This is an optimization exercise on Yosys and OpenROAD, whose aim is small area, a short achievable clock period and few clock cycles, not a production implementation.
Function was checked by simulation only, so behaviour that the tests miss may differ from the original.
Power and IR drop assume default switching activity.

File: flow/standard.sh
#!/bin/bash
# synth_recipe.tcl (not shown) runs the flow's synth.tcl, then flattens the netlist and writes it again
# the make line also repeats each setting of config.mk as NAME=value (left out here)
make -C /OpenROAD-flow-scripts/flow DESIGN_CONFIG=/design/flow/config.mk WORK_HOME=/design/flow/orfs CLKGATE_MAP_FILE= SYNTH_SCRIPT=/design/flow/synth_recipe.tcl "${@:-finish}"
File: flow/flow/run.sh
#!/bin/bash
# The standard layout (standard.sh: ORFS synthesis to finish, unchanged
# synthesis), with three changes to how it is laid out:
#  - the port buffers are a plain buffer (buf_2), not the delay buffer that
#    buffer_ports picks by default;
#  - gate sizing may change a cell's footprint (MATCH_CELL_FOOTPRINT=0);
#  - (setup margin as given in config.mk)
# make's full output goes to standard.log; ORFS keeps each step's log under
# orfs/logs.
cd "$(dirname "$0")/.."
bash standard.sh \
    "BUFFER_PORTS_ARGS=-buffer_cell sky130_fd_sc_hd__buf_2" \
    MATCH_CELL_FOOTPRINT=0 \
    finish > standard.log 2>&1
File: flow/constraint.sdc
create_clock -name core_clock -period 8.5 [get_ports {clk}]
set_input_delay 1.7000 -clock core_clock [delete_from_list [all_inputs] [get_ports {clk}]]
set_output_delay 1.7000 -clock core_clock [all_outputs]
set_load 0.01 [all_outputs]
File: flow/config.mk
export PLATFORM = sky130hd
export DESIGN_NAME = CPU
export DESIGN_NICKNAME = CPU
export VERILOG_FILES = /design/flow/design.v
export SDC_FILE = /design/flow/constraint.sdc
export NUM_CORES = 4
export LEC_CHECK = 0
export ABC_CLOCK_PERIOD_IN_PS = 2500
export CAP_MARGIN = 20
export CORE_MARGIN = 2
export CORE_UTILIZATION = 40
export PLACE_DENSITY = 0.5
export SETUP_SLACK_MARGIN = 5
export SLEW_MARGIN = 20
File: flow/design.v
module CPU(
    input         clk,
    input         rst,
    output [31:0] imem_addr,
    input  [31:0] imem_rdata,
    output [31:0] dmem_addr,
    output [31:0] dmem_wdata,
    output        dmem_we,
    input  [31:0] dmem_rdata,
    output        wb_en,
    output [4:0]  wb_addr,
    output [31:0] wb_data
);
reg  [31:2] pc;
reg  [31:0] e_a;                 
reg  [31:0] e_b;                 
reg  [31:0] e_s;                 
reg  [31:2] e_tgt;               
reg  [4:0]  e_dest;
reg         e_wr, e_ld, e_st, e_br;
reg         e_sub, e_and, e_or, e_slt;
reg         e_fam;                         
reg         e_fbm;                         
reg         e_bm;                          
reg         e_add;                         
reg  [31:0] m_alu, m_sd;
reg  [4:0]  m_dest;
reg         m_wr, m_ld, m_st;
reg  [31:0] w_data;
reg  [4:0]  w_dest;
reg         w_wr;
reg  [31:1] rv;
wire [31:0] ins = imem_rdata;
wire [5:0]  op  = ins[31:26];
wire [4:0]  rs  = ins[25:21];
wire [4:0]  rt  = ins[20:16];
wire [4:0]  rd  = ins[15:11];
wire [5:0]  fn  = ins[5:0];
wire [31:0] simm = {{16{ins[15]}}, ins[15:0]};
wire is_r    = (op == 6'b000000);
wire is_addi = (op == 6'b001000);
wire is_lw   = (op == 6'b100011);
wire is_sw   = (op == 6'b101011);
wire is_beq  = (op == 6'b000100);
wire [4:0] dest   = is_r ? rd : rt;
wire       wr     = (is_r | is_addi | is_lw) & (dest != 5'd0);
wire       use_rs = is_r | is_addi | is_lw | is_sw | is_beq;
wire       use_rt = is_r | is_sw | is_beq;
wire       b_rt   = is_r | is_beq;        
wire [31:2] pc1   = pc + 30'd1;
wire [16:0] tgt_lo = {1'b0, pc[17:2]} + {1'b0, ins[15:0]} + 17'd1;
wire [31:18] pch_p = pc[31:18] + 14'd1;
wire [31:18] pch_m = pc[31:18] - 14'd1;
wire [31:18] tgt_hi = ( tgt_lo[16] & ~ins[15]) ? pch_p :
                      (~tgt_lo[16] &  ins[15]) ? pch_m : pc[31:18];
wire [31:2] tgt_d = {tgt_hi, tgt_lo[15:0]};
wire sub_d = is_r & ((fn == 6'b100010) | (fn == 6'b101010));
wire and_d = is_r & (fn == 6'b100100);
wire or_d  = is_r & (fn == 6'b100101);
wire slt_d = is_r & (fn == 6'b101010);
wire stall = e_ld & ((use_rs & (rs == e_dest)) | (use_rt & (rt == e_dest)));
wire [32*32-1:0] rflat;
wire [31:1]      rs_sel, rt_sel;
reg  [31:0]      rs_v, rt_v;
wire [31:0] wd = m_ld ? dmem_rdata : m_alu;      
genvar g;
generate
    for (g = 1; g < 32; g = g + 1) begin : RF
        reg [31:0] q;
        always @(posedge clk)
            if (m_wr && m_dest == g)
                q <= wd;
        assign rflat[g*32 +: 32] = q;
        assign rs_sel[g] = rv[g] & (rs == g);
        assign rt_sel[g] = rv[g] & (rt == g);
    end
endgenerate
assign rflat[31:0] = 32'd0;
integer k;
always @(*) begin
    rs_v = 32'd0;
    rt_v = 32'd0;
    for (k = 1; k < 32; k = k + 1) begin
        rs_v = rs_v | ({32{rs_sel[k]}} & rflat[k*32 +: 32]);
        rt_v = rt_v | ({32{rt_sel[k]}} & rflat[k*32 +: 32]);
    end
end
always @(posedge clk or posedge rst) begin
    if (rst)
        rv <= 31'd0;
    else if (m_wr)
        rv[m_dest] <= 1'b1;
end
wire fam = e_wr & (e_dest == rs);
wire faw = m_wr & (m_dest == rs) & ~fam;
wire fbm = e_wr & (e_dest == rt);
wire fbw = m_wr & (m_dest == rt) & ~fbm;
wire [31:0] rt_fw = fbw ? wd : rt_v;
wire [31:0] A = e_fam ? m_alu : e_a;
wire [31:0] S = e_fbm ? m_alu : e_s;
wire [31:0] mx = m_alu  ^ {32{e_sub}};
wire [31:0] Bx = e_bm ? mx : e_b;
wire [32:0] sum1 = {A, 1'b1} + {Bx, e_sub};    
wire [31:0] sum  = sum1[32:1];
wire        lt   = (A[31] == Bx[31]) ? A[31] : sum[31];
wire [31:0] res  = ({32{e_add}} & sum) | ({32{e_and}} & (A & Bx)) |
                   ({32{e_or}} & (A | Bx)) | {31'd0, e_slt & lt};
wire        taken = e_br & (A == Bx);
always @(posedge clk or posedge rst) begin
    if (rst)
        pc <= 30'd0;
    else if (taken)
        pc <= e_tgt;
    else if (!stall)
        pc <= pc1;
end
always @(posedge clk or posedge rst) begin
    if (rst) begin
        e_wr <= 1'b0;
        e_ld <= 1'b0;
        e_st <= 1'b0;
        e_br <= 1'b0;
    end else if (stall) begin
        e_wr <= 1'b0;
        e_ld <= 1'b0;
        e_st <= 1'b0;
        e_br <= 1'b0;
    end else begin
        e_wr <= wr;
        e_ld <= is_lw & (dest != 5'd0);
        e_st <= is_sw;
        e_br <= is_beq;
    end
end
always @(posedge clk) begin
    e_a    <= faw ? wd : rs_v;
    e_b    <= b_rt ? (rt_fw ^ {32{sub_d}}) : simm;
    e_s    <= rt_fw;
    e_tgt  <= tgt_d;
    e_bm   <= b_rt & fbm;
    e_add  <= ~and_d & ~or_d & ~slt_d;
    e_dest <= dest;
    e_sub  <= sub_d;
    e_and  <= and_d;
    e_or   <= or_d;
    e_slt  <= slt_d;
    e_fam  <= fam;
    e_fbm  <= fbm;
end
always @(posedge clk or posedge rst) begin
    if (rst) begin
        m_wr <= 1'b0;
        m_st <= 1'b0;
    end else begin
        m_wr <= e_wr;
        m_st <= e_st;
    end
end
always @(posedge clk) begin
    m_alu  <= res;
    m_sd   <= S;
    m_dest <= e_dest;
    m_ld   <= e_ld;
end
always @(posedge clk or posedge rst) begin
    if (rst)
        w_wr <= 1'b0;
    else
        w_wr <= m_wr;
end
always @(posedge clk) begin
    w_data <= wd;
    w_dest <= m_dest;
end
assign imem_addr  = {pc, 2'b00};
assign dmem_addr  = m_alu;
assign dmem_wdata = m_sd;
assign dmem_we    = m_st;
assign wb_en      = w_wr;
assign wb_addr    = w_dest;
assign wb_data    = w_data;
endmodule
==> results.yml, run 1 <==
run_status:
  status: "complete, no violations"
global_routing:
  grt_use_total: 0.3921
  grt_max_degree: 69
  grt_pass1_vias: 45100
  grt-ovfl-total: 0
  antenna_found_initial: 24
  grt_pass1_wl_um: 390400
synthesis:
  yosysTopAreaCell: "edfxtp_1"
  netlist_top_cells_area: "edfxtp_1 (52%), a22oi_1 (11%), dfxtp_1 (8.6%), dfrtp_1 (3.0%), nand2_1 (2.4%)"
  syn_area_mm2: 0.05732
  yosysSeqAreaShare: 0.6353
  yosysMostFrequentCell: "edfxtp_1"
  yosys.area.top_type_share: 0.5197
  synthArstFlopShare: 0.05207
  syn_inst: 4500
  synthFlopType: "edfxtp_1"
  yosys_warnings: 1
  synth_cell_types: 90
  avgSynthCellArea_um2: 12.74
  synth_edf_count: 992
  synth-seq-cells: 1306
  yosys-top-cells-count: "edfxtp_1 (992), a22oi_1 (802), nand2_1 (372)"
worst_setup_path:
  critPathMaxFanout: 21
  required_ps: 9130
  crit_arrival_ps: 4290
  critPathKind: "in -> reg"
  cp_common_cell: "a22oi_1"
  critPathLaunchType: "primary input"
  cp_cell_sequence: "buf_2, nor2b_2, and3_4, buf_6, a22oi_1, nand2_1, nor2_1, nand4_1, nor4_2, a22oi_1"
  endpoint_kind: "flop"
  crit_path_max_incr_delay_ps: 530
  crit_slowest_cell: "buf_6"
floorplanning:
  die_w_um: 382.5
  die-area_mm2: 0.1463
  coreArea_mm2: 0.1419
  io-pin-count: 201
  initial_core_util: 0.4038
  die_h_um: 382.5
  rows: 138
cts:
  clock_latency_ps: 830
  cts_num_sinks: 1306
  cts-root-buf: "clkbuf_16"
  cts_max_path_buffers: 3
  clkSlewWorstSetupHoldPaths_ps: 60
  numCtsBuffers: 147
  hold_buffers: 0
  cts_htree_levels: 4
  cts_tree: "built"
drt:
  drtIter0Drc: 9801
  wirelength_um: 297500
  post_drt_via_cell_ratio: 7.111
  final_antenna_net_count: 0
  dr_total_vias: 48510
  drc: 0
  wire_per_inst_um: 43.62
  dr.pass1.iters: 13
power_and_ir_drop:
  sw_frac_of_total: 0.2495
  combPwrFrac: 0.086
  p_leak_nw: 24.78
  p_total_mw: 15.30
  ir_worst_vdd_v: 0.0002629
  p_seq_frac: 0.479
  p_clk_frac: 0.435
  power_switching_mw: 3.817
  power.density_mw_per_mm2: 221.1
  p_int_mw: 11.48
final_layout:
  finish.instance_area_mm2: 0.06920
  syn_to_final_growth_pct: 20.72
  layout-drive-gt1-share: 0.2233
  fin_util: 0.4875
  finalNetCount: 4961
  fin_cells: 6821
flow_run:
  cap_violations: 0
placement:
  portBuffers: 198
  dp_hpwl_um: 160300
  place_area_mm2: 0.06072
  dp.cells: 6369
  place.gp.congestion: 0.9164
  pre_cts_ws_ps: 3283
timing:
  drv_slew: 0
  hold_viol: 0
  worst_pin_slew_ps: 1223
  final.setup_skew_ps: 44.28
  slew-limit-headroom: 0.1837
  min_period_over_period: 0.4300
  setup_slack_ps: 4845
  tns_ps: 0
  timing.hold.ws_ps: 356.5
  max_freq_mhz: 273.6
  finalSetupViolations: 0
  fin_crit_ps: 3655
  rsz0062_at_grt: "yes"
worst_hold_path:
  hold_class: "reg -> reg"
## registers in the layout (all words and copies together), names as in the netlist, 30 cells and up
signal	cells
RF.q	992
e_a	32
e_b	32
e_s	32
e_tgt	30
m_alu	32
m_sd	32
pc	30
rv	31
w_data	32
## metal layers
metal | wire length (µm) | vias to the layer above | GRT usage
met5 | 423 | - | 0.004299
met4 | 27110 | 23 | 0.2649
met3 | 44490 | 1548 | 0.1504
met2 | 121300 | 4879 | 0.5675
met1 | 104200 | 23680 | 0.4837
li1 | - | 18370 | -
## final cells by class
class | count | area [µm²]
repair inverters | 1 | 5.005
repair buffers | 482 | 3948
diodes | 10 | 25.02
inverters | 130 | 513.0
fillers | 12460 | 72740
clock inverters | 81 | 914.6
multi-input cells | 2730 | 20940
clock buffers | 191 | 4046
flip-flops and latches | 1306 | 36440
well taps | 1890 | 2365
## critical path, delay by kind of cell
kind	cells	cell delay, ps
compound gates	2	640
simple gates	6	1200
buf+inv	2	720
## final timing paths
path / start / endpoint / slack (ps) / depth (start not counted)
max: imem_rdata[24] / e_a[2] / 4840 / 10
min: e_st / m_st / 360 / 0
max reg2reg: m_ld / e_b[10] / 4920 / 7
min reg2reg: e_st / m_st / 360 / 0
max in group asynchronous: rst / pc[4] / 6660 / 3
min in group asynchronous: rst / rv[2] / 1210 / 3
## layout by cell type, fill, tap and decap left out, types with 18 or more instances in the layout
master,netlist,final
dfxtp_1,246,237
ha_4,0,18
mux2i_1,85,62
ha_1,95,69
xor2_1,48,48
dfrtp_1,68,68
clkbuf_16,0,157
clkbuf_1,200,26
o21ai_0,53,33
nor3_1,82,70
nand4_1,48,48
a222oi_1,64,64
a221o_1,26,26
buf_6,6,36
inv_1,130,119
mux2_2,42,39
nor2_1,154,106
and3_4,0,31
o21ai_1,25,42
clkinv_2,0,25
xnor2_1,98,85
a31oi_1,43,25
buf_2,102,189
nand3_1,101,99
nor2_4,0,38
nand2_1,372,367
buf_12,0,29
a21oi_1,94,76
nor4_1,50,36
and3_1,72,31
o221ai_1,22,22
a21o_1,18,18
clkbuf_8,0,19
a22o_1,55,55
a221oi_1,32,30
buf_4,4,197
a22oi_1,802,798
edfxtp_1,992,992
o21bai_1,31,31
## timing repair
| item | in CTS | in global routing |
|---|---|---|
| resized for setup | 297 | 155 |
| pin swaps | 47 | 59 |
| buffers inserted | 89 | 64 |
| cloned | 11 | 6 |
| endpoints found under the setup margin | 199 | 133 |
## power groups by stage
stage | logic, mW | registers, mW | clock network [mW]
after detailed placement | 1.15 | 7.46 | 0
after CTS | 1.24 | 7.33 | 6.66
after global routing | 1.42 | 7.35 | 6.91
final | 1.31 | 7.33 | 6.65
after global placement | 1.14 | 7.46 | 0
after floorplan | 0.720 | 7.40 | 0
## cell families (layout without fill, tap and decap cells)
kind of cell,Yosys count,count (layout),share of synthesized area
and+or+nand+nor,1030,1036,0.09098
adders and majority gates,97,97,0.02144
xor gates and xnor gates,146,146,0.02231
muxes,127,127,0.02310
other,1,12,0.00006543
DFF,1306,1306,0.6353
buffers and inverters,472,885,0.03440
AOI/OAI and AO/OA,1321,1322,0.1724
Testbench counts, summed over its fixed seeds: cycles 35,517.
==> inputs of run 2 (changes only) <==
--- a/flow/design.v
+++ b/flow/design.v
@@ -60,9 +60,11 @@
 wire slt_d = is_r & (fn == 6'b101010);
 wire stall = e_ld & ((use_rs & (rs == e_dest)) | (use_rt & (rt == e_dest)));
 wire [32*32-1:0] rflat;
-wire [31:1]      rs_sel, rt_sel;
+wire [31:1]      rs_sel, rt_sel, rv_eff;
 reg  [31:0]      rs_v, rt_v;
 wire [31:0] wd = m_ld ? dmem_rdata : m_alu;      
+wire        rs_w = m_wr & (m_dest == rs);        
+wire        rt_w = m_wr & (m_dest == rt);
 genvar g;
 generate
     for (g = 1; g < 32; g = g + 1) begin : RF
@@ -71,15 +73,16 @@
             if (m_wr && m_dest == g)
                 q <= wd;
         assign rflat[g*32 +: 32] = q;
-        assign rs_sel[g] = rv[g] & (rs == g);
-        assign rt_sel[g] = rv[g] & (rt == g);
+        assign rv_eff[g] = rv[g] & ~(m_wr && m_dest == g);
+        assign rs_sel[g] = rv_eff[g] & (rs == g);
+        assign rt_sel[g] = rv_eff[g] & (rt == g);
     end
 endgenerate
 assign rflat[31:0] = 32'd0;
 integer k;
 always @(*) begin
-    rs_v = 32'd0;
-    rt_v = 32'd0;
+    rs_v = {32{rs_w}} & wd;
+    rt_v = {32{rt_w}} & wd;
     for (k = 1; k < 32; k = k + 1) begin
         rs_v = rs_v | ({32{rs_sel[k]}} & rflat[k*32 +: 32]);
         rt_v = rt_v | ({32{rt_sel[k]}} & rflat[k*32 +: 32]);
@@ -92,10 +95,7 @@
         rv[m_dest] <= 1'b1;
 end
 wire fam = e_wr & (e_dest == rs);
-wire faw = m_wr & (m_dest == rs) & ~fam;
 wire fbm = e_wr & (e_dest == rt);
-wire fbw = m_wr & (m_dest == rt) & ~fbm;
-wire [31:0] rt_fw = fbw ? wd : rt_v;
 wire [31:0] A = e_fam ? m_alu : e_a;
 wire [31:0] S = e_fbm ? m_alu : e_s;
 wire [31:0] mx = m_alu  ^ {32{e_sub}};
@@ -133,9 +133,9 @@
     end
 end
 always @(posedge clk) begin
-    e_a    <= faw ? wd : rs_v;
-    e_b    <= b_rt ? (rt_fw ^ {32{sub_d}}) : simm;
-    e_s    <= rt_fw;
+    e_a    <= rs_v;
+    e_b    <= b_rt ? (rt_v ^ {32{sub_d}}) : simm;
+    e_s    <= rt_v;
     e_tgt  <= tgt_d;
     e_bm   <= b_rt & fbm;
     e_add  <= ~and_d & ~or_d & ~slt_d;
--- a/flow/config.mk
+++ b/flow/config.mk
@@ -9,6 +9,8 @@
 export CAP_MARGIN = 20
 export CORE_MARGIN = 2
 export CORE_UTILIZATION = 40
+export CTS_BUF_LIST = sky130_fd_sc_hd__clkbuf_4 sky130_fd_sc_hd__clkbuf_8
+export CTS_CLUSTER_SIZE = 40
 export PLACE_DENSITY = 0.5
 export SETUP_SLACK_MARGIN = 5
 export SLEW_MARGIN = 20
==> results.yml, run 2 <==
final_layout:
  finalNetCount: 4826
  fin_cells: 6737
  layout_commonest_cell: "edfxtp_1"
  top_register: "RF.q"
  final_cell_mix: "edfxtp_1 (992), a22oi_1 (794), clkbuf_8 (237), dfxtp_1 (226), buf_2 (189)"
  fin_util: 0.4884
  largest_reg_flops: 992
  layout-drive-gt1-share: 0.2637
  syn_to_final_growth_pct: 20.77
timing:
  fin_crit_ps: 3737
  tns_ps: 0
  timing.hold.ws_ps: 320.4
  final.setup_skew_ps: 84.41
  slew-limit-headroom: 0.2386
  max_freq_mhz: 267.6
  rsz0062_at_grt: "yes"
  worst_pin_slew_ps: 1142
  hold_viol: 0
  finalSetupViolations: 0
  min_period_over_period: 0.4397
  drv_slew: 0
cts:
  clock_latency_ps: 1020
  cts_htree_levels: 4
  cts-root-buf: "clkbuf_8"
  cts_tree: "built"
  cts_num_sinks: 1306
  cts_max_path_buffers: 3
  hold_buffers: 0
  numCtsBuffers: 217
  clkSlewWorstSetupHoldPaths_ps: 60
worst_setup_path:
  crit_arrival_ps: 4570
  regToRegSetupSlack_ps: 4780
  critPathMaxFanout: 22
  critPathLaunchType: "primary input"
  required_ps: 9330
  critPathKind: "in -> reg"
  endpoint_kind: "flop"
synthesis:
  syn_inst: 4256
  yosys.area.top_type_share: 0.5267
  synth-seq-cells: 1306
  syn_area_mm2: 0.05656
  avgSynthCellArea_um2: 13.29
  yosysSeqAreaShare: 0.6438
  yosysTopAreaCell: "edfxtp_1"
  synth_cell_types: 79
  synthArstFlopShare: 0.05207
  yosysMostFrequentCell: "edfxtp_1"
  netlist_top_cells_area: "edfxtp_1 (53%), a22oi_1 (11%), dfxtp_1 (8.7%), dfrtp_1 (3.0%), ha_1 (2.1%)"
  yosys-top-cells-count: "edfxtp_1 (992), a22oi_1 (794), dfxtp_1 (246)"
  synthFlopType: "edfxtp_1"
  yosys_warnings: 1
  synth_edf_count: 992
drt:
  drtIter0Drc: 9253
  post_drt_via_cell_ratio: 7.068
  wirelength_um: 283300
  wire_per_inst_um: 42.06
  final_antenna_net_count: 0
  dr_total_vias: 47610
  drc: 0
  dr.pass1.iters: 9
flow_run:
  cap_violations: 0
placement:
  place.gp.congestion: 0.9390
  dp_hpwl_um: 149000
  portBuffers: 198
  dp.cells: 6192
power_and_ir_drop:
  p_int_mw: 10.65
  p_seq_frac: 0.504
  p_clk_frac: 0.443
  power_switching_mw: 3.383
  combPwrFrac: 0.053
  power.density_mw_per_mm2: 205.4
  sw_frac_of_total: 0.2411
  ir_worst_vdd_v: 0.0001304
  p_leak_nw: 23.70
floorplanning:
  rows: 137
  io-pin-count: 201
  initial_core_util: 0.4044
  die-area_mm2: 0.1444
  die_w_um: 380.0
  coreArea_mm2: 0.1399
  die_h_um: 380.0
global_routing:
  grt-ovfl-total: 0
  grt_max_degree: 69
  antenna_found_initial: 17
  grt_pass1_vias: 44590
  grt_pass1_wl_um: 374700
  grt_use_total: 0.3750
worst_hold_path:
  hold_class: "reg -> reg"
run_status:
  status: "complete, no violations"
-- run 2: timing repair --
item                       4_1_cts  5_1_grt
gates cloned                     7        5
pin swaps                       34       53
setup buffers                   49       65
setup endpoints to repair      189      122
gates resized for setup        212      183
-- run 2: logic make-up (layout without fill, tap and decap cells) --
group / count (synthesis) / count (layout) / synth area share
AOI/OAI and AO/OA: 1342 / 1345 / 0.1776
DFF: 1306 / 1306 / 0.6438
and+or+nand+nor: 856 / 856 / 0.08229
buffers and inverters: 385 / 976 / 0.02847
xor gates and xnor gates: 146 / 146 / 0.02261
muxes: 121 / 121 / 0.02296
adders and majority gates: 99 / 99 / 0.02217
other: 1 / 12 / 0.00006630
-- run 2: layout make-up --
class	instances	area (µm²)
flip-flops and latches	1306	36460
diodes	10	25.02
repair buffers	460	3548
clock buffers	305	3772
fillers	12340	71560
repair inverters	1	5.005
inverters	106	426.7
clock inverters	104	1026
well taps	1876	2347
multi-input cells	2569	20700
-- run 2: metal layers --
metal | global-route usage | routed length [µm] | vias up
li1 | - | - | 18100
met1 | 0.4681 | 99750 | 23340
met4 | 0.2053 | 20400 | 23
met3 | 0.1637 | 44490 | 1386
met5 | 0.01323 | 367 | -
met2 | 0.5430 | 118300 | 4769
-- run 2: worst max-delay path, cell delays in order --
cell and delay, ps:
clkbuf_4 210, or3_1 520, nor4_2 320, buf_4 430
buf_6 510, a22o_1 220, a221oi_1 50, nand4_1 160
or3_1 420
-- run 2: power by group through the flow --
stage	Clock (mW)	Combinational [mW]	Sequential (mW)
5_1_grt	6.51	0.787	7.08
3_3_place_gp	0	0.638	7.20
6_report	6.22	0.739	7.07
2_1_floorplan	0	0.382	7.18
3_5_place_dp	0	0.643	7.20
4_1_cts	6.24	0.684	7.07
-- run 2: worst paths after layout --
path,depth (start not counted),end,from
setup / recovery,9,e_a[27],imem_rdata[21]
hold / removal,0,m_st,e_st
setup reg to reg,11,e_a[27],m_wr
hold reg to reg,0,m_st,e_st
max in group asynchronous,3,m_wr,rst
min in group asynchronous,3,m_st,rst
-- run 2: metrics by stage --
step / worst slack, ps / cell area [µm²] / power, mW
after floorplan: 4647 / 57100 / 7.560
after global placement: 3493 / 60740 / 7.841
after detailed placement: 3458 / 60750 / 7.845
after CTS: 4941 / 66890 / 13.99
after global routing: 4868 / 68300 / 14.37
final: 4763 / 68310 / 14.03
Testbench counts of run 2, summed over its fixed seeds: cycles 35,517.
==> inputs of run 3 (changes only) <==
--- a/flow/config.mk
+++ b/flow/config.mk
@@ -9,8 +9,6 @@
 export CAP_MARGIN = 20
 export CORE_MARGIN = 2
 export CORE_UTILIZATION = 40
-export CTS_BUF_LIST = sky130_fd_sc_hd__clkbuf_4 sky130_fd_sc_hd__clkbuf_8
-export CTS_CLUSTER_SIZE = 40
 export PLACE_DENSITY = 0.5
 export SETUP_SLACK_MARGIN = 5
 export SLEW_MARGIN = 20
==> results.yml, run 3 <==
drt:
  drc: 0
  wirelength_um: 285400
  post_drt_via_cell_ratio: 7.155
  dr_total_vias: 47370
  drtIter0Drc: 9132
  wire_per_inst_um: 43.11
  final_antenna_net_count: 0
  dr.pass1.iters: 8
timing:
  rsz0062_at_grt: "yes"
  final.setup_skew_ps: 32.58
  fin_crit_ps: 3662
  slew-limit-headroom: 0.1834
  worst_pin_slew_ps: 1212
  finalSetupViolations: 0
  max_freq_mhz: 273.1
  drv_slew: 0
  hold_viol: 0
  min_period_over_period: 0.4308
  tns_ps: 0
  timing.hold.ws_ps: 362.7
cts:
  clkSlewWorstSetupHoldPaths_ps: 60
  cts_num_sinks: 1306
  clock_latency_ps: 810
  hold_buffers: 0
  cts_htree_levels: 4
  numCtsBuffers: 143
  cts-root-buf: "clkbuf_16"
  cts_max_path_buffers: 3
  cts_tree: "built"
worst_setup_path:
  required_ps: 9140
  critPathMaxFanout: 16
  crit_slowest_cell: "nor3_4"
  critPathKind: "in -> reg"
  endpoint_kind: "flop"
  critical_path.top_delay_family: "simple AND/OR/NAND/NOR gates"
  crit_path_max_incr_delay_ps: 650
  cp_cell_sequence: "buf_6, nor2_1, nand2_2, nor3_4, buf_4, a22oi_1, nand4_1, or4_4, mux2i_1, nand2_1"
  crit_buf_inv: 2
  crit_arrival_ps: 4310
  critPathLaunchType: "primary input"
synthesis:
  synth-seq-cells: 1306
  synth_cell_types: 79
  syn_area_mm2: 0.05656
  yosysTopAreaCell: "edfxtp_1"
  syn_inst: 4256
  synthArstFlopShare: 0.05207
  yosys-top-cells-count: "edfxtp_1 (992), a22oi_1 (794), dfxtp_1 (246)"
  yosysSeqAreaShare: 0.6438
  synthFlopType: "edfxtp_1"
  yosys.area.top_type_share: 0.5267
  yosysMostFrequentCell: "edfxtp_1"
  avgSynthCellArea_um2: 13.29
  yosys_warnings: 1
  synth_edf_count: 992
  netlist_top_cells_area: "edfxtp_1 (53%), a22oi_1 (11%), dfxtp_1 (8.7%), dfrtp_1 (3.0%), ha_1 (2.1%)"
global_routing:
  grt_pass1_vias: 44120
  grt_pass1_wl_um: 376300
  grt_use_total: 0.3772
  antenna_found_initial: 12
  grt-ovfl-total: 0
  grt_max_degree: 69
floorplanning:
  rows: 137
  coreArea_mm2: 0.1399
  die-area_mm2: 0.1444
  io-pin-count: 201
  initial_core_util: 0.4044
  die_h_um: 380.0
  die_w_um: 380.0
power_and_ir_drop:
  p_clk_frac: 0.450
  ir_worst_vdd_v: 0.0002003
  power.density_mw_per_mm2: 206.2
  p_leak_nw: 23.79
  sw_frac_of_total: 0.2337
  p_seq_frac: 0.496
  p_int_mw: 10.92
  power_switching_mw: 3.330
  combPwrFrac: 0.053
run_status:
  status: "complete, no violations"
flow_run:
  cap_violations: 0
final_layout:
  largest_reg_flops: 992
  top_register: "RF.q"
  final_cell_mix: "edfxtp_1 (992), a22oi_1 (791), dfxtp_1 (234), buf_2 (188), buf_4 (184)"
  syn_to_final_growth_pct: 22.16
  finalNetCount: 4779
  n_fill_cell: 12170
  fin_util: 0.4940
  layout_commonest_cell: "edfxtp_1"
  layout-drive-gt1-share: 0.2469
placement:
  portBuffers: 198
  dp_hpwl_um: 149000
  place.gp.congestion: 0.9390
worst_hold_path:
  hold_class: "reg -> reg"
## run 3: cell counts after synthesis
No cell type changed its count.
## run 3: power by group through the flow
stage / Sequential [mW] / Clock, mW / Combinational [mW]
3_5_place_dp: 7.20 / 0 / 0.643
6_report: 7.07 / 6.42 / 0.760
5_1_grt: 7.08 / 6.65 / 0.808
2_1_floorplan: 7.18 / 0 / 0.382
3_3_place_gp: 7.20 / 0 / 0.638
4_1_cts: 7.07 / 6.42 / 0.694
## run 3: repair_timing
| item | CTS | global route |
|---|---|---|
| resized for setup | 312 | 218 |
| setup buffers | 56 | 77 |
| setup endpoints to repair | 196 | 113 |
| endpoints found under the hold margin | 0 | 0 |
| pin swaps | 32 | 73 |
| cloned | 12 | 8 |
## run 3: kinds of logic after synthesis
logic type | Yosys count | share of synthesized area
buffers and inverters | 385 | 0.02847
DFF | 1306 | 0.6438
xor gates and xnor gates | 146 | 0.02261
muxes | 121 | 0.02296
other | 1 | 0.00006630
AOI/OAI and AO/OA | 1342 | 0.1776
and+or+nand+nor | 856 | 0.08229
adders and majority gates | 99 | 0.02217
## run 3: worst reg2reg max path, stage by stage, from the launching register on
cell and delay (ps):
dfrtp_4 570, and2b_2 270, nand2_2 270, nor2_4 210
clkbuf_16 280, nor4_2 110, buf_4 280, buf_12 290
a22o_1 280, a221oi_1 210, nand4_1 130, or3_4 500
## run 3: through the flow
step	area [µm²]	setup WS, ps	power, mW	std cells
finish	69100	4838	14.25	6620
CTS	67440	4980	14.18	6521
detailed placement	60750	3458	7.845	6192
global placement	60740	3493	7.841	6191
global route	69060	4854	14.53	6607
floorplan	57100	4647	7.560	4257
## run 3: cell type report
| type | count | area [µm²] | share of cell area |
|---|---|---|---|
| clock buffers | 193 | 3983 | 0.05764 |
| clock inverters | 68 | 760.7 | 0.01101 |
| repair buffers | 485 | 4160 | 0.06021 |
| flip-flops and latches | 1306 | 36450 | 0.5275 |
| repair inverters | 1 | 5.005 | 0.00007243 |
| well taps | 1876 | 2347 | 0.03397 |
| inverters | 106 | 429.2 | 0.006211 |
| diodes | 14 | 35.03 | 0.0005070 |
| multi-input cells | 2571 | 20930 | 0.3028 |
## run 3: per-layer routing
metal  track usage  wire length [µm]
met1        0.4706            100300
met5       0.02546               669
met4        0.2164             22420
met2        0.5470            117000
met3        0.1566             45030
## run 3: final timing paths
| path | start | cells past startpoint | slack (ps) | endpoint |
|---|---|---|---|---|
| max | imem_rdata[18] | 10 | 4840 | e_b[27] |
| max reg2reg | m_wr | 11 | 4940 | e_a[27] |
| min reg2reg | e_st | 0 | 360 | m_st |
| max in group asynchronous | rst | 3 | 6610 | m_wr |
| min | e_st | 0 | 360 | m_st |
| min in group asynchronous | rst | 3 | 1190 | rv[9] |
==> inputs of run 4 (changes only) <==
--- a/flow/config.mk
+++ b/flow/config.mk
@@ -9,6 +9,8 @@
 export CAP_MARGIN = 20
 export CORE_MARGIN = 2
 export CORE_UTILIZATION = 40
+export CTS_BUF_LIST = sky130_fd_sc_hd__clkbuf_8
+export CTS_CLUSTER_SIZE = 25
 export PLACE_DENSITY = 0.5
 export SETUP_SLACK_MARGIN = 5
 export SLEW_MARGIN = 20
==> results.yml, run 4 <==
worst_setup_path:
  timing.rr.end: "e_a[7]"
  worstSetupStartpoint: "imem_rdata[21]"
  critPathMaxFanout: 20
  critical_path.top_delay_family: "simple AND/OR/NAND/NOR gates"
  reg2reg_depth: 10
  crit_arrival_ps: 4480
  critPathLaunchType: "primary input"
  regToRegSetupSlack_ps: 4900
  crit_slowest_cell: "or3_1"
  crit_path_max_incr_delay_ps: 500
  r2r-start: "m_dest[2]"
  crit_buf_inv: 3
  required_ps: 9350
  endpoint_kind: "flop"
  cp_cell_sequence: "clkbuf_4, or3_1, nor4b_2, buf_4, buf_6, a22oi_1, nand4_1, or4_1"
  critPathKind: "in -> reg"
drt:
  dr.pass1.iters: 9
  drc: 0
  post_drt_via_cell_ratio: 7.084
  drtIter0Drc: 9217
  dr_total_vias: 47880
  final_antenna_net_count: 0
  wirelength_um: 284500
  wire_per_inst_um: 42.09
synthesis:
  yosys.area.top_type_share: 0.5267
  netlist_top_cells_area: "edfxtp_1 (53%), a22oi_1 (11%), dfxtp_1 (8.7%), dfrtp_1 (3.0%), ha_1 (2.1%)"
  yosysTopAreaCell: "edfxtp_1"
  syn_area_mm2: 0.05656
  synth_cell_types: 79
  yosys_warnings: 1
  synth-seq-cells: 1306
  synth_edf_count: 992
  synthArstFlopShare: 0.05207
  yosys-top-cells-count: "edfxtp_1 (992), a22oi_1 (794), dfxtp_1 (246)"
  avgSynthCellArea_um2: 13.29
  syn_inst: 4256
  synthFlopType: "edfxtp_1"
  yosysSeqAreaShare: 0.6438
  yosysMostFrequentCell: "edfxtp_1"
cts:
  cts_num_sinks: 1306
  cts_htree_levels: 4
  clkSlewWorstSetupHoldPaths_ps: 70
  numCtsBuffers: 217
  clock_latency_ps: 1020
  cts_max_path_buffers: 3
  cts-root-buf: "clkbuf_8"
  cts_tree: "built"
placement:
  place.gp.congestion: 0.9390
  portBuffers: 198
  place_area_mm2: 0.06075
  dp_hpwl_um: 149000
final_layout:
  layout-drive-gt1-share: 0.2518
  finish.instance_area_mm2: 0.06819
  fin_util: 0.4875
  largest_reg_flops: 992
  final_cell_mix: "edfxtp_1 (992), a22oi_1 (794), clkbuf_8 (237), dfxtp_1 (226), buf_4 (201)"
  layout_commonest_cell: "edfxtp_1"
  top_register: "RF.q"
  finalNetCount: 4840
  n_fill_cell: 12360
  syn_to_final_growth_pct: 20.56
power_and_ir_drop:
  sw_frac_of_total: 0.2469
  p_seq_frac: 0.514
  p_leak_nw: 23.83
  p_int_mw: 10.35
  power.density_mw_per_mm2: 201.6
  power_switching_mw: 3.394
  p_clk_frac: 0.432
  combPwrFrac: 0.054
  ir_worst_vdd_v: 0.0001312
global_routing:
  grt_use_total: 0.3749
  grt_max_degree: 69
  grt-ovfl-total: 0
  grt_pass1_vias: 44490
  grt_pass1_wl_um: 374800
  antenna_found_initial: 19
timing:
  hold_viol: 0
  min_period_over_period: 0.4268
  slew-limit-headroom: 0.2374
  finalSetupViolations: 0
  worst_pin_slew_ps: 1144
  rsz0062_at_grt: "yes"
  tns_ps: 0
  final.setup_skew_ps: 79.50
  fin_crit_ps: 3628
  drv_slew: 0
  max_freq_mhz: 275.6
flow_run:
  cap_violations: 0
worst_hold_path:
  min_from: "e_st"
  whs_path_depth: 0
  min_to: "m_st"
  hold_class: "reg -> reg"
floorplanning:
  rows: 137
  die_h_um: 380.0
  die-area_mm2: 0.1444
  io-pin-count: 201
  initial_core_util: 0.4044
  coreArea_mm2: 0.1399
  die_w_um: 380.0
run_status:
  status: "complete, no violations"
run 4: cell counts after synthesis:
No cell type changed its count.
run 4: layout make-up:
| type | count | area [µm²] | area share |
|---|---|---|---|
| timing repair buffer | 473 | 3661 | 0.05369 |
| sequential | 1306 | 36460 | 0.5347 |
| tap | 1876 | 2347 | 0.03442 |
| clock inverter | 172 | 1281 | 0.01879 |
| inverter | 106 | 426.7 | 0.006257 |
| timing repair inverter | 1 | 5.005 | 0.00007340 |
| multi-input combinational | 2570 | 20700 | 0.3036 |
| clock buffer | 237 | 3262 | 0.04784 |
| antenna | 18 | 45.04 | 0.0006606 |
run 4: power groups by stage:
stage          clock, mW  sequential, mW  combinational [mW]
6_report            5.93            7.07               0.740
5_1_grt             6.21            7.08               0.789
4_1_cts             5.94            7.07               0.684
3_5_place_dp           0            7.20               0.643
3_3_place_gp           0            7.20               0.638
2_1_floorplan          0            7.18               0.382
run 4: worst register-to-register path, cell delays in order, from the launching register on:
cell	delay, ps
dfxtp_4	390
buf_4	240
nand2b_1	80
buf_4	280
o21ai_4	330
nor3_2	80
buf_4	430
a22o_1	420
a221oi_1	310
nand3_1	110
or4_1	760
run 4: per-stage QoR:
stage | std cells | total power [mW] | setup WS, ps | hold WS [ps]
floorplan | 4257 | 7.560 | 4647 | 325.8
global placement | 6191 | 7.841 | 3493 | 349.7
detailed placement | 6192 | 7.845 | 3458 | 352.3
CTS | 6657 | 13.70 | 4948 | 313.9
global route | 6744 | 14.08 | 4915 | 322.2
finish | 6759 | 13.75 | 4872 | 319.8
run 4: cells by family (layout without fill, tap and decap cells):
kind of cell / after synthesis / in the layout / synth area share
AOI/OAI and AO/OA: 1342 / 1346 / 0.1776
xor gates and xnor gates: 146 / 146 / 0.02261
adders and majority gates: 99 / 99 / 0.02217
buffers and inverters: 385 / 989 / 0.02847
DFF: 1306 / 1306 / 0.6438
muxes: 121 / 121 / 0.02296
other: 1 / 20 / 0.00006630
and+or+nand+nor: 856 / 856 / 0.08229
run 4: worst max-delay path by stage:
stage / end / slack (ps) / cells past startpoint
6_report: e_a[13] / 4870 / 8
5_1_grt: rv[15] / 4920 / 14
4_1_cts: e_a[19] / 4950 / 10
3_5_place_dp: e_b[22] / 3460 / 11
3_3_place_gp: e_b[22] / 3490 / 11
2_1_floorplan: e_tgt[23] / 4650 / 13
run 4: layer usage:
layer	wire [µm]	GRT usage	up-vias
li1	-	-	18140
met1	99860	0.4670	23550
met2	118800	0.5435	4795
met3	44590	0.1631	1375
met4	20870	0.2069	16
met5	341	0.01323	-
run 4: repair_timing:
item                                    4_1_cts  5_1_grt
endpoints found under the setup margin      189      121
pin swaps                                    34       52
resized for setup                           213      183
hold buffers                                  0        0
gates cloned                                  7        6
buffers inserted                             49       78
==> inputs of run 5 (changes only) <==
--- a/flow/config.mk
+++ b/flow/config.mk
@@ -10,7 +10,8 @@
 export CORE_MARGIN = 2
 export CORE_UTILIZATION = 40
 export CTS_BUF_LIST = sky130_fd_sc_hd__clkbuf_8
-export CTS_CLUSTER_SIZE = 25
+export CTS_CLUSTER_DIAMETER = 100
+export CTS_CLUSTER_SIZE = 12
 export PLACE_DENSITY = 0.5
 export SETUP_SLACK_MARGIN = 5
 export SLEW_MARGIN = 20
==> results.yml, run 5 <==
run_status:
  status: "complete, no violations"
worst_hold_path:
  min_to: "m_st"
  whs_path_depth: 0
  hold_class: "reg -> reg"
  min_from: "e_st"
synthesis:
  synth_edf_count: 992
  synth-simple-area-share: 0.08229
  yosysSeqAreaShare: 0.6438
  synthFlopType: "edfxtp_1"
  yosysMostFrequentCell: "edfxtp_1"
  synth.mux.area_fraction: 0.02296
  synthAdderAreaFrac: 0.02217
  yosysTopAreaCell: "edfxtp_1"
  yosys_warnings: 1
  yosys-top-cells-count: "edfxtp_1 (992), a22oi_1 (794), dfxtp_1 (246)"
  synthArstFlopShare: 0.05207
  synth_compound_area_frac: 0.1776
  synth-seq-cells: 1306
  synth_cell_types: 79
  syn_area_mm2: 0.05656
  synth_xor_area_frac: 0.02261
  avgSynthCellArea_um2: 13.29
  synth_top_family_by_area: "compound AO/OA/AOI/OAI gates"
  syn_inst: 4256
  netlist_top_cells_area: "edfxtp_1 (53%), a22oi_1 (11%), dfxtp_1 (8.7%), dfrtp_1 (3.0%), ha_1 (2.1%)"
  yosys.area.top_type_share: 0.5267
drt:
  drtIter0Drc: 8998
  drc: 0
  dr.pass1.iters: 12
  post_drt_via_cell_ratio: 7.183
  final_antenna_net_count: 0
  dr_total_vias: 46990
  wire_per_inst_um: 43.29
  wirelength_um: 283200
final_layout:
  top_register: "RF.q"
  fin_util: 0.4698
  seq_area_mm2: 0.03646
  final_cell_mix: "edfxtp_1 (992), a22oi_1 (794), dfxtp_1 (233), buf_2 (189), inv_1 (183)"
  layout_commonest_cell: "edfxtp_1"
  finish.instance_area_mm2: 0.06571
  finalNetCount: 4724
  n_fill_cell: 12530
  layout-drive-gt1-share: 0.2199
  multi_input_area_mm2: 0.02073
  syn_to_final_growth_pct: 16.18
  largest_reg_flops: 992
timing:
  max_freq_mhz: 272.3
  slew-limit-headroom: 0.2288
  rsz0062_at_grt: "yes"
  fin_crit_ps: 3673
  drv_slew: 0
  tns_ps: 0
  final.setup_skew_ps: 73.24
  worst_pin_slew_ps: 1145
  min_period_over_period: 0.4321
  timing.hold.ws_ps: 371.7
  finalSetupViolations: 0
  hold_viol: 0
cts:
  cts_max_path_buffers: 3
  clkSlewWorstSetupHoldPaths_ps: 90
  cts_num_sinks: 1306
  numCtsBuffers: 119
  hold_buffers: 0
  cts_htree_levels: 3
  cts-root-buf: "clkbuf_8"
  clock_latency_ps: 940
  cts_tree: "built"
floorplanning:
  die-area_mm2: 0.1444
  coreArea_mm2: 0.1399
  initial_core_util: 0.4044
  io-pin-count: 201
  rows: 137
  die_h_um: 380.0
  die_w_um: 380.0
worst_setup_path:
  critical_path.top_delay_family: "simple AND/OR/NAND/NOR gates"
  crit_arrival_ps: 4400
  regToRegSetupSlack_ps: 4860
  cp_cell_sequence: "clkbuf_4, nand3b_1, nor3_2, buf_4, buf_6, a22o_1, a221oi_1, nand3_1, or4_1"
  crit_path_max_incr_delay_ps: 650
  critPathKind: "in -> reg"
  endpoint_kind: "flop"
  timing.rr.end: "e_b[26]"
  crit_buf_inv: 3
  critPathLaunchType: "primary input"
  required_ps: 9230
  critPathMaxFanout: 24
  r2r-start: "m_dest[2]"
  reg2reg_depth: 13
  crit_slowest_cell: "or4_1"
power_and_ir_drop:
  ir_worst_vdd_v: 0.0001389
  sw_frac_of_total: 0.2535
  p_seq_frac: 0.616
  p_total_mw: 11.45
  p_clk_frac: 0.319
  p_leak_nw: 22.55
  combPwrFrac: 0.065
  power.density_mw_per_mm2: 174.3
  p_int_mw: 8.548
  power_switching_mw: 2.903
placement:
  place_area_mm2: 0.06075
  place.gp.congestion: 0.9390
  dp_hpwl_um: 149000
  portBuffers: 198
flow_run:
  cap_violations: 0
global_routing:
  grt_pass1_wl_um: 374900
  antenna_found_initial: 14
  grt-ovfl-total: 0
  grt_pass1_vias: 43800
  grt_use_total: 0.3754
  grt_max_degree: 69
run 5: worst max-delay path by stage:
| stage | to | cells after the start | startpoint | slack (ps) |
|---|---|---|---|---|
| 2_1_floorplan | e_tgt[23] | 13 | imem_rdata[0] | 4650 |
| 3_3_place_gp | e_b[22] | 11 | imem_rdata[18] | 3490 |
| 3_5_place_dp | e_b[22] | 11 | imem_rdata[18] | 3460 |
| 4_1_cts | e_b[8] | 10 | imem_rdata[20] | 4960 |
| 5_1_grt | m_alu[28] | 16 | e_fam | 4830 |
| 6_report | e_a[25] | 9 | imem_rdata[23] | 4830 |
run 5: power by group through the flow:
stage	Sequential, mW	Clock (mW)	Combinational, mW
floorplan	7.18	0	0.382
finish	7.06	3.65	0.745
detailed placement	7.20	0	0.643
CTS	7.06	3.65	0.693
global route	7.07	3.87	0.793
global placement	7.20	0	0.638
run 5: cell families (layout without fill, tap and decap cells):
group | Yosys count | after routing
buf+inv | 385 | 776
compound gates | 1342 | 1346
flops | 1306 | 1306
other cells | 1 | 16
fa+ha+maj | 99 | 99
simple gates | 856 | 856
xor+xnor | 146 | 146
mux | 121 | 121
run 5: area by class of cell:
cell class	instances	area share
flip-flops and latches	1306	0.5548
repair buffers	455	0.05552
inverters	106	0.006531
diodes	14	0.0005331
clock inverters	94	0.006264
clock buffers	120	0.02513
well taps	1876	0.03572
repair inverters	1	0.00007616
multi-input cells	2570	0.3154
run 5: repair_timing:
action / CTS / global route
setup endpoints to repair: 196 / 120
resized for setup: 250 / 173
pin swaps: 43 / 54
setup buffers: 61 / 46
cloned: 11 / 4
run 5: stage by stage:
stage	worst slack, ps	cells
finish	4827	6542
global route	4832	6530
CTS	4963	6478
detailed placement	3458	6192
global placement	3493	6191
floorplan	4647	4257
run 5: worst register-to-register path, delay by kind of cell, from the launching register on:
kind | cells | cell delay, ps
AO/OA/AOI/OAI | 3 | 880
buffers and inverters | 4 | 1040
flip-flops | 1 | 400
multiplexers | 1 | 240
AND/OR/NAND/NOR | 5 | 960
run 5: per-layer routing:
layer | vias to the layer above | GRT usage | wire (µm)
met5 | - | 0.02480 | 681
met4 | 20 | 0.2214 | 21610
met3 | 1348 | 0.1486 | 43740
met2 | 4669 | 0.5448 | 117400
met1 | 23130 | 0.4704 | 99770
li1 | 17820 | - | -
==> inputs of run 6 (changes only) <==
--- a/flow/config.mk
+++ b/flow/config.mk
@@ -9,9 +9,9 @@
 export CAP_MARGIN = 20
 export CORE_MARGIN = 2
 export CORE_UTILIZATION = 40
-export CTS_BUF_LIST = sky130_fd_sc_hd__clkbuf_8
+export CTS_BUF_LIST = sky130_fd_sc_hd__clkbuf_16
 export CTS_CLUSTER_DIAMETER = 100
-export CTS_CLUSTER_SIZE = 12
+export CTS_CLUSTER_SIZE = 20
 export PLACE_DENSITY = 0.5
 export SETUP_SLACK_MARGIN = 5
 export SLEW_MARGIN = 20
==> results.yml, run 6 <==
timing:
  slew-limit-headroom: 0.2051
  finalSetupViolations: 0
  min_period_over_period: 0.4206
  hold_viol: 0
  final.setup_skew_ps: 39.01
  drv_slew: 0
  timing.hold.ws_ps: 370.3
  rsz0062_at_grt: "yes"
  worst_pin_slew_ps: 1180
  fin_crit_ps: 3575
  tns_ps: 0
  max_freq_mhz: 279.7
synthesis:
  yosys-top-cells-count: "edfxtp_1 (992), a22oi_1 (794), dfxtp_1 (246)"
  synthArstFlopShare: 0.05207
  yosysTopAreaCell: "edfxtp_1"
  yosysSeqAreaShare: 0.6438
  syn_inst: 4256
  netlist_top_cells_area: "edfxtp_1 (53%), a22oi_1 (11%), dfxtp_1 (8.7%), dfrtp_1 (3.0%), ha_1 (2.1%)"
  yosys.area.top_type_share: 0.5267
  synth_cell_types: 79
  synth_edf_count: 992
  synth-seq-cells: 1306
  avgSynthCellArea_um2: 13.29
  syn_area_mm2: 0.05656
  yosys_warnings: 1
  yosysMostFrequentCell: "edfxtp_1"
  synthFlopType: "edfxtp_1"
floorplanning:
  die_w_um: 380.0
  die_h_um: 380.0
  io-pin-count: 201
  initial_core_util: 0.4044
  coreArea_mm2: 0.1399
  die-area_mm2: 0.1444
  rows: 137
cts:
  cts_max_path_buffers: 3
  cts-root-buf: "clkbuf_16"
  cts_htree_levels: 3
  clock_latency_ps: 740
  cts_num_sinks: 1306
  cts_tree: "built"
  clkSlewWorstSetupHoldPaths_ps: 90
  numCtsBuffers: 77
flow_run:
  cap_violations: 0
power_and_ir_drop:
  ir_worst_vdd_v: 0.0001447
  p_leak_nw: 23.25
  power.density_mw_per_mm2: 175.6
global_routing:
  grt_pass1_wl_um: 377600
  grt_pass1_vias: 43690
  grt_max_degree: 69
  grt-ovfl-total: 0
  antenna_found_initial: 11
  grt_use_total: 0.3785
worst_setup_path:
  endpoint_kind: "flop"
  crit_arrival_ps: 4150
  critPathMaxFanout: 32
  required_ps: 9070
  critPathKind: "in -> reg"
  critPathLaunchType: "primary input"
placement:
  portBuffers: 198
  place.gp.congestion: 0.9390
  dp_hpwl_um: 149000
drt:
  post_drt_via_cell_ratio: 7.176
  dr.pass1.iters: 10
  drtIter0Drc: 9381
  wirelength_um: 289000
  drc: 0
  final_antenna_net_count: 0
  dr_total_vias: 47030
  wire_per_inst_um: 44.10
final_layout:
  top_register: "RF.q"
  layout-drive-gt1-share: 0.2326
  syn_to_final_growth_pct: 19.40
  final_cell_mix: "edfxtp_1 (992), a22oi_1 (792), dfxtp_1 (234), buf_4 (208), buf_2 (188)"
  largest_reg_flops: 992
  finalNetCount: 4770
  layout_commonest_cell: "edfxtp_1"
worst_hold_path:
  hold_class: "reg -> reg"
run_status:
  status: "complete, no violations"
-- run 6: area by class of cell --
class,instances,area (µm²)
Tap cell,1876,2347
Timing Repair Buffer,542,5081
Timing Repair inverter,1,5.005
Fill cell,12280,72340
Clock inverter,62,310.3
Inverter,106,424.2
Clock buffer,80,2002
Antenna cell,9,22.52
Sequential cell,1306,36450
Multi-Input combinational cell,2571,20890
-- run 6: timing repair --
action                                  CTS  global route
endpoints found under the hold margin     0             0
hold buffers                              0             0
endpoints found under the setup margin  196           120
pin swaps                                41            90
gates cloned                             15            12
resized for setup                       365           209
buffers inserted                         85            98
-- run 6: per-stage QoR --
| stage | total power [mW] | utilization | cell area (µm²) | setup WS (ps) | instances |
|---|---|---|---|---|---|
| finish | 11.86 | 0.4828 | 67530 | 4925 | 6553 |
| global route | 12.12 | 0.4827 | 67510 | 4845 | 6544 |
| global placement | 7.841 | 0.4342 | 60740 | 3493 | 6191 |
| floorplan | 7.560 | - | 57100 | 4647 | 4257 |
| detailed placement | 7.845 | 0.4343 | 60750 | 3458 | 6192 |
| CTS | 11.78 | 0.4686 | 65540 | 4959 | 6434 |
-- run 6: final timing paths --
path,start,to,slack (ps),cells past startpoint
max in group asynchronous,rst,m_wr,6550,3
setup / recovery,imem_rdata[25],e_a[7],4930,10
setup reg to reg,e_fam,m_alu[29],4990,15
hold reg to reg,e_st,m_st,370,0
hold / removal,e_st,m_st,370,0
min in group asynchronous,rst,rv[9],1270,3
-- run 6: kinds of logic (layout without fill, tap and decap cells) --
family | after synthesis | after routing | synth area share
DFF | 1306 | 1306 | 0.6438
xor gates and xnor gates | 146 | 146 | 0.02261
muxes | 121 | 121 | 0.02296
buffers and inverters | 385 | 791 | 0.02847
other | 1 | 11 | 0.00006630
AOI/OAI and AO/OA | 1342 | 1347 | 0.1776
adders and majority gates | 99 | 99 | 0.02217
and+or+nand+nor | 856 | 856 | 0.08229
-- run 6: power by group --
| group | switching, mW | leakage, nW | internal (mW) |
|---|---|---|---|
| clock | 2.29 | 1.32 | 1.74 |
| combinational | 0.496 | 10.1 | 0.278 |
| sequential | 0.0889 | 11.8 | 6.97 |
-- run 6: metal layers --
layer | up-vias | part of all wire | track usage
li1 | 17890 | - | -
met3 | 1381 | 0.16 | 0.1559
met5 | - | 0.0015 | 0.01587
met4 | 13 | 0.081 | 0.2189
met2 | 4702 | 0.41 | 0.5490
met1 | 23040 | 0.35 | 0.4729
-- run 6: critical path: stages --
cell and delay [ps]:
buf_2 200, nand3b_1 150, buf_4 140, buf_4 110, nor3_2 40, buf_6 310
a22o_1 330, a221oi_1 320, nand3_1 140, or4_4 650
==> inputs of run 7 (changes only) <==
--- a/flow/config.mk
+++ b/flow/config.mk
@@ -11,7 +11,7 @@
 export CORE_UTILIZATION = 40
 export CTS_BUF_LIST = sky130_fd_sc_hd__clkbuf_16
 export CTS_CLUSTER_DIAMETER = 100
-export CTS_CLUSTER_SIZE = 20
+export CTS_CLUSTER_SIZE = 24
 export PLACE_DENSITY = 0.5
 export SETUP_SLACK_MARGIN = 5
 export SLEW_MARGIN = 20
==> results.yml, run 7 <==
run_status:
  status: "complete, no violations"
final_layout:
  syn_to_final_growth_pct: 18.36
  fin_util: 0.4786
  layout_commonest_cell: "edfxtp_1"
  largest_reg_flops: 992
  finalNetCount: 4743
  layout-drive-gt1-share: 0.2280
  n_fill_cell: 12350
  top_register: "RF.q"
  finish.instance_area_mm2: 0.06695
  final_cell_mix: "edfxtp_1 (992), a22oi_1 (789), dfxtp_1 (234), buf_4 (200), buf_2 (188)"
worst_hold_path:
  hold_class: "reg -> reg"
worst_setup_path:
  critPathKind: "in -> reg"
  timing.rr.end: "m_alu[31]"
  worstSetupStartpoint: "imem_rdata[18]"
  critical_path_depth: 12
  regToRegSetupSlack_ps: 4980
  r2r-start: "e_fam"
  crit_path_max_incr_delay_ps: 620
  crit_slowest_cell: "or4_4"
  reg2reg_depth: 15
  crit_arrival_ps: 4300
  critPathMaxFanout: 32
  endpoint_kind: "flop"
  required_ps: 9140
  endpoint: "e_b[7]"
  crit_buf_inv: 3
  critical_path.top_delay_family: "simple AND/OR/NAND/NOR gates"
  critPathLaunchType: "primary input"
  cp_cell_sequence: "buf_6, nor2_1, nand2_2, buf_4, nor3_2, buf_8, a22o_1, a221oi_1, nand3_1, or4_4, xnor2_2, o21ai_1"
power_and_ir_drop:
  p_int_mw: 8.725
  combPwrFrac: 0.067
  power_switching_mw: 2.799
  power.density_mw_per_mm2: 172.1
  p_total_mw: 11.52
  sw_frac_of_total: 0.2429
  ir_worst_vdd_v: 0.0001403
  p_leak_nw: 22.91
  p_seq_frac: 0.613
  p_clk_frac: 0.321
timing:
  finalSetupViolations: 0
  hold_viol: 0
  slew-limit-headroom: 0.2443
  max_freq_mhz: 273.0
  final.setup_skew_ps: 54.03
  min_period_over_period: 0.4309
  timing.hold.ws_ps: 373.9
  fin_crit_ps: 3662
  worst_pin_slew_ps: 1134
  rsz0062_at_grt: "yes"
  tns_ps: 0
  drv_slew: 0
synthesis:
  yosysTopAreaCell: "edfxtp_1"
  syn_area_mm2: 0.05656
  avgSynthCellArea_um2: 13.29
  yosysMostFrequentCell: "edfxtp_1"
  synth_cell_types: 79
  yosys-top-cells-count: "edfxtp_1 (992), a22oi_1 (794), dfxtp_1 (246)"
  synth_edf_count: 992
  synthArstFlopShare: 0.05207
  synth-seq-cells: 1306
  netlist_top_cells_area: "edfxtp_1 (53%), a22oi_1 (11%), dfxtp_1 (8.7%), dfrtp_1 (3.0%), ha_1 (2.1%)"
  yosysSeqAreaShare: 0.6438
  synthFlopType: "edfxtp_1"
  yosys_warnings: 1
  syn_inst: 4256
  yosys.area.top_type_share: 0.5267
floorplanning:
  die_w_um: 380.0
  initial_core_util: 0.4044
  io-pin-count: 201
  die-area_mm2: 0.1444
  rows: 137
  die_h_um: 380.0
  coreArea_mm2: 0.1399
cts:
  cts_max_path_buffers: 3
  cts_tree: "built"
  cts_htree_levels: 3
  clock_latency_ps: 730
  cts-root-buf: "clkbuf_16"
  hold_buffers: 0
  cts_num_sinks: 1306
  numCtsBuffers: 66
  clkSlewWorstSetupHoldPaths_ps: 100
flow_run:
  cap_violations: 0
drt:
  final_antenna_net_count: 0
  wirelength_um: 285800
  drtIter0Drc: 9611
  dr_total_vias: 47050
  wire_per_inst_um: 43.87
  drc: 0
  dr.pass1.iters: 9
  post_drt_via_cell_ratio: 7.224
global_routing:
  grt_pass1_wl_um: 374100
  antenna_found_initial: 13
  grt_pass1_vias: 43310
  grt-ovfl-total: 0
  grt_max_degree: 69
  grt_use_total: 0.3752
placement:
  place_area_mm2: 0.06075
  dp_hpwl_um: 149000
  place.gp.congestion: 0.9390
  portBuffers: 198
## run 7: cell counts after synthesis
No cell type changed its count.
## run 7: routing by layer
layer,up-vias,share of wire,global-route usage
li1,17810,-,-
met1,23280,0.35,0.4748
met2,4569,0.41,0.5480
met3,1372,0.16,0.1464
met4,19,0.077,0.2073
met5,-,0.0019,0.01753
## run 7: repair_timing
action	CTS	global route
endpoints found under the setup margin	196	120
pin swaps	44	81
resized for setup	359	204
setup buffers	75	96
gates cloned	13	10
## run 7: layout make-up
| type | count | area (µm²) | share of cell area |
|---|---|---|---|
| Timing Repair Buffer | 527 | 4901 | 0.07321 |
| Tap cell | 1876 | 2347 | 0.03506 |
| Antenna cell | 10 | 25.02 | 0.0003738 |
| Clock buffer | 67 | 1677 | 0.02504 |
| Clock inverter | 51 | 281.5 | 0.004205 |
| Multi-Input combinational cell | 2570 | 20830 | 0.3112 |
| Timing Repair inverter | 1 | 5.005 | 0.00007476 |
| Inverter | 106 | 424.2 | 0.006336 |
| Sequential cell | 1306 | 36450 | 0.5445 |
## run 7: worst min-delay path by stage
stage	endpoint	startpoint	cells after the start	slack, ps
finish	m_st	e_st	0	370
global route	m_st	e_st	0	380
CTS	m_st	e_st	0	380
detailed placement	m_st	e_st	0	350
global placement	m_st	e_st	0	350
floorplan	w_dest[4]	m_dest[4]	0	330
## run 7: per-stage QoR
step | setup WS, ps | cells
floorplan | 4647 | 4257
global placement | 3493 | 6191
detailed placement | 3458 | 6192
CTS | 4951 | 6398
global route | 4846 | 6504
finish | 4838 | 6514
## run 7: kinds of logic (layout without fill, tap and decap cells)
family,count (synthesis),in the layout,synth area share
buffers and inverters,385,752,0.02847
muxes,121,121,0.02296
other,1,12,0.00006630
AOI/OAI and AO/OA,1342,1345,0.1776
and+or+nand+nor,856,857,0.08229
xor gates and xnor gates,146,146,0.02261
DFF,1306,1306,0.6438
adders and majority gates,99,99,0.02217
## run 7: power by group through the flow
| stage | clock network (mW) | logic [mW] | registers (mW) |
|---|---|---|---|
| 2_1_floorplan | 0 | 0.382 | 7.18 |
| 3_3_place_gp | 0 | 0.638 | 7.20 |
| 3_5_place_dp | 0 | 0.643 | 7.20 |
| 4_1_cts | 3.70 | 0.703 | 7.06 |
| 5_1_grt | 3.90 | 0.815 | 7.07 |
| 6_report | 3.70 | 0.767 | 7.06 |
==> inputs of run 8 (changes only) <==
--- a/flow/config.mk
+++ b/flow/config.mk
@@ -8,10 +8,10 @@
 export ABC_CLOCK_PERIOD_IN_PS = 2500
 export CAP_MARGIN = 20
 export CORE_MARGIN = 2
-export CORE_UTILIZATION = 40
+export CORE_UTILIZATION = 45
 export CTS_BUF_LIST = sky130_fd_sc_hd__clkbuf_16
 export CTS_CLUSTER_DIAMETER = 100
-export CTS_CLUSTER_SIZE = 24
-export PLACE_DENSITY = 0.5
+export CTS_CLUSTER_SIZE = 20
+export PLACE_DENSITY = 0.55
 export SETUP_SLACK_MARGIN = 5
 export SLEW_MARGIN = 20
==> results.yml, run 8 <==
run_status:
  status: "complete, no violations"
worst_hold_path:
  hold_class: "reg -> reg"
  min_from: "e_st"
synthesis:
  yosys_warnings: 1
  yosysSeqAreaShare: 0.6438
  yosysMostFrequentCell: "edfxtp_1"
  yosys.area.top_type_share: 0.5267
  yosys-top-cells-count: "edfxtp_1 (992), a22oi_1 (794), dfxtp_1 (246)"
  synth_edf_count: 992
  synth-seq-cells: 1306
  yosysTopAreaCell: "edfxtp_1"
  synthArstFlopShare: 0.05207
  synthFlopType: "edfxtp_1"
  netlist_top_cells_area: "edfxtp_1 (53%), a22oi_1 (11%), dfxtp_1 (8.7%), dfrtp_1 (3.0%), ha_1 (2.1%)"
  avgSynthCellArea_um2: 13.29
  syn_inst: 4256
  syn_area_mm2: 0.05656
  synth_cell_types: 79
floorplanning:
  coreArea_mm2: 0.1252
  die_w_um: 358.5
  rows: 130
  initial_core_util: 0.4516
  die_h_um: 358.5
  die-area_mm2: 0.1285
  io-pin-count: 201
timing:
  hold_viol: 0
  tns_ps: 0
  timing.hold.ws_ps: 356.5
  finalSetupViolations: 0
  worst_pin_slew_ps: 1252
  rsz0062_at_grt: "yes"
  fin_crit_ps: 3561
  slew-limit-headroom: 0.1568
  min_period_over_period: 0.4189
  max_freq_mhz: 280.9
  final.setup_skew_ps: 38.18
  drv_slew: 0
cts:
  cts_num_sinks: 1306
  cts_htree_levels: 3
  cts_max_path_buffers: 3
  clock_latency_ps: 720
  clkSlewWorstSetupHoldPaths_ps: 90
  hold_buffers: 0
  numCtsBuffers: 76
  cts_tree: "built"
  cts-root-buf: "clkbuf_16"
placement:
  dp.cells: 5959
  place.gp.congestion: 0.9404
  portBuffers: 198
  dp_hpwl_um: 137900
  place_area_mm2: 0.06042
power_and_ir_drop:
  power_switching_mw: 2.833
  power.density_mw_per_mm2: 178.0
  combPwrFrac: 0.063
  p_clk_frac: 0.336
  ir_worst_vdd_v: 0.0001549
  p_total_mw: 11.75
  p_seq_frac: 0.601
  sw_frac_of_total: 0.2412
  p_leak_nw: 22.54
  p_int_mw: 8.913
worst_setup_path:
  critPathLaunchType: "primary input"
  cp_cell_sequence: "clkbuf_4, nand3b_1, nor3_2, buf_4, a22o_1, a221oi_1, nand3_1, or4_1"
  crit_arrival_ps: 4150
  required_ps: 9090
  worstSetupStartpoint: "imem_rdata[24]"
  r2r-start: "e_fam"
  endpoint_kind: "flop"
  critPathMaxFanout: 32
  crit_path_max_incr_delay_ps: 550
  critPathKind: "in -> reg"
  crit_slowest_cell: "or4_1"
drt:
  wire_per_inst_um: 43.26
  dr_total_vias: 46310
  dr.pass1.iters: 8
  drc: 0
  wirelength_um: 269300
  drtIter0Drc: 9275
  post_drt_via_cell_ratio: 7.440
  final_antenna_net_count: 0
final_layout:
  largest_reg_flops: 992
  multi_input_area_mm2: 0.02091
  top_register: "RF.q"
  finish.instance_area_mm2: 0.06598
  layout_commonest_cell: "edfxtp_1"
  fin_cells: 6224
  syn_to_final_growth_pct: 16.65
  seq_area_mm2: 0.03645
  n_fill_cell: 10520
  layout-drive-gt1-share: 0.2154
  final_cell_mix: "edfxtp_1 (992), a22oi_1 (794), dfxtp_1 (233), buf_2 (186), nand4_1 (156)"
  finalNetCount: 4665
flow_run:
  cap_violations: 0
global_routing:
  antenna_found_initial: 15
  grt_pass1_wl_um: 356400
  grt_use_total: 0.4052
  grt_pass1_vias: 42880
  grt-ovfl-total: 0
  grt_max_degree: 69
==> run 8: cell types whose count changed in the layout (fill, tap and decap cells not counted), moves of 12 or more <==
cell and change:
or4_1 +12, or4_4 -12, inv_1 +12, buf_12 -16, buf_4 -55
==> run 8: path summary, 6_finish.rpt <==
| kind | slack (ps) | to | cells past startpoint |
|---|---|---|---|
| min in group asynchronous | 1290 | w_wr | 3 |
| worst min register to register | 360 | m_st | 0 |
| worst max register to register | 5030 | m_alu[28] | 17 |
| worst max-delay path | 4940 | e_a[16] | 8 |
| max in group asynchronous | 6540 | m_wr | 3 |
| worst min-delay path | 360 | m_st | 0 |
==> run 8: area by class of cell <==
type                       count  share of cell area
sequential                  1306              0.5525
multi-input combinational   2570              0.3170
timing repair buffer         439             0.05797
tap                         1650             0.03129
clock buffer                  77             0.02920
inverter                     106            0.006429
clock inverter                64            0.005177
antenna                       11           0.0004172
timing repair inverter         1          0.00007586
==> run 8: timing repair <==
action / 4_1_cts / 5_1_grt
setup endpoints to repair: 197 / 124
buffers inserted: 49 / 46
endpoints found under the hold margin: 0 / 0
cloned: 11 / 7
pin swaps: 30 / 75
gates resized for setup: 292 / 212
==> run 8: worst max-delay path: cells and delay by family <==
| family | cells | cell delay (ps) |
|---|---|---|
| AO/OA/AOI/OAI | 2 | 690 |
| buffers and inverters | 2 | 610 |
| AND/OR/NAND/NOR | 4 | 990 |
==> run 8: power groups by stage <==
stage	Clock [mW]	Sequential [mW]	Combinational, mW
after floorplan	0	7.18	0.382
after global placement	0	7.20	0.625
after detailed placement	0	7.20	0.630
after CTS	3.92	7.06	0.680
after global routing	4.15	7.07	0.790
final	3.94	7.06	0.740
==> run 8: routing by layer <==
metal | global-route usage | vias to the layer above | wire length, µm | part of all wire
met2 | 0.5860 | 4473 | 110500 | 0.41
met3 | 0.1665 | 1359 | 44130 | 0.16
met5 | 0.02519 | - | 563 | 0.0021
met4 | 0.2323 | 26 | 21440 | 0.080
li1 | - | 17670 | - | -
met1 | 0.5102 | 22780 | 92660 | 0.34
==> run 8: kinds of logic after synthesis <==
logic type                 after synthesis  synth area share
AOI/OAI and AO/OA                     1342            0.1776
DFF                                   1306            0.6438
and+or+nand+nor                        856           0.08229
buffers and inverters                  385           0.02847
xor gates and xnor gates               146           0.02261
muxes                                  121           0.02296
adders and majority gates               99           0.02217
other                                    1        0.00006630
==> run 8: stage by stage <==
| step | utilization | setup WS [ps] |
|---|---|---|
| floorplan | - | 4647 |
| finish | 0.5268 | 4939 |
| global placement | 0.4824 | 3652 |
| detailed placement | 0.4824 | 3632 |
| global route | 0.5266 | 4926 |
| CTS | 0.5151 | 4957 |

## static timing again, ports no longer ideal
In the flow no input, the clock included, has a driving cell. The finished layouts below were timed again as built, in two steps. Step 1 (the two cells are an assumption about what drives the block):
set clk [get_ports {clk}]
set_driving_cell -lib_cell sky130_fd_sc_hd__clkbuf_16 $clk
set_driving_cell -lib_cell sky130_fd_sc_hd__buf_2 [delete_from_list [all_inputs] $clk]
Step 2, shift: input delay + t, output delay - t, t = (earliest + latest rising clock arrival at the registers) / 2. This alone moves slack from input paths to output paths. Three values: ideal, step 1, step 2; two values: the first two.
run	shift t [ns]	setup WS [ns]	slew at the worst register clock pin (ns)	worst slew at a driven data input, ns
run 1	0.886	4.845 / 4.898 / 4.012	0.07 / 0.07	0.07
run 2	1.062	4.763 / 4.782 / 3.762	0.07 / 0.07	0.05
run 3	0.869	4.838 / 4.884 / 4.016	0.07 / 0.07	0.07
run 4	1.065	4.872 / 4.904 / 3.869	0.07 / 0.07	0.05
run 5	0.972	4.827 / 4.865 / 3.905	0.10 / 0.10	0.05
run 6	0.791	4.925 / 4.895 / 4.104	0.10 / 0.10	0.14
run 7	0.787	4.838 / 4.876 / 4.089	0.11 / 0.11	0.08
run 8	0.776	4.939 / 4.974 / 4.198	0.10 / 0.10	0.06
After both steps every run listed still meets setup and hold. The setup slack of run 4, which loses most, moves by +0.032 ns with the drivers and by -1.003 ns with both steps.
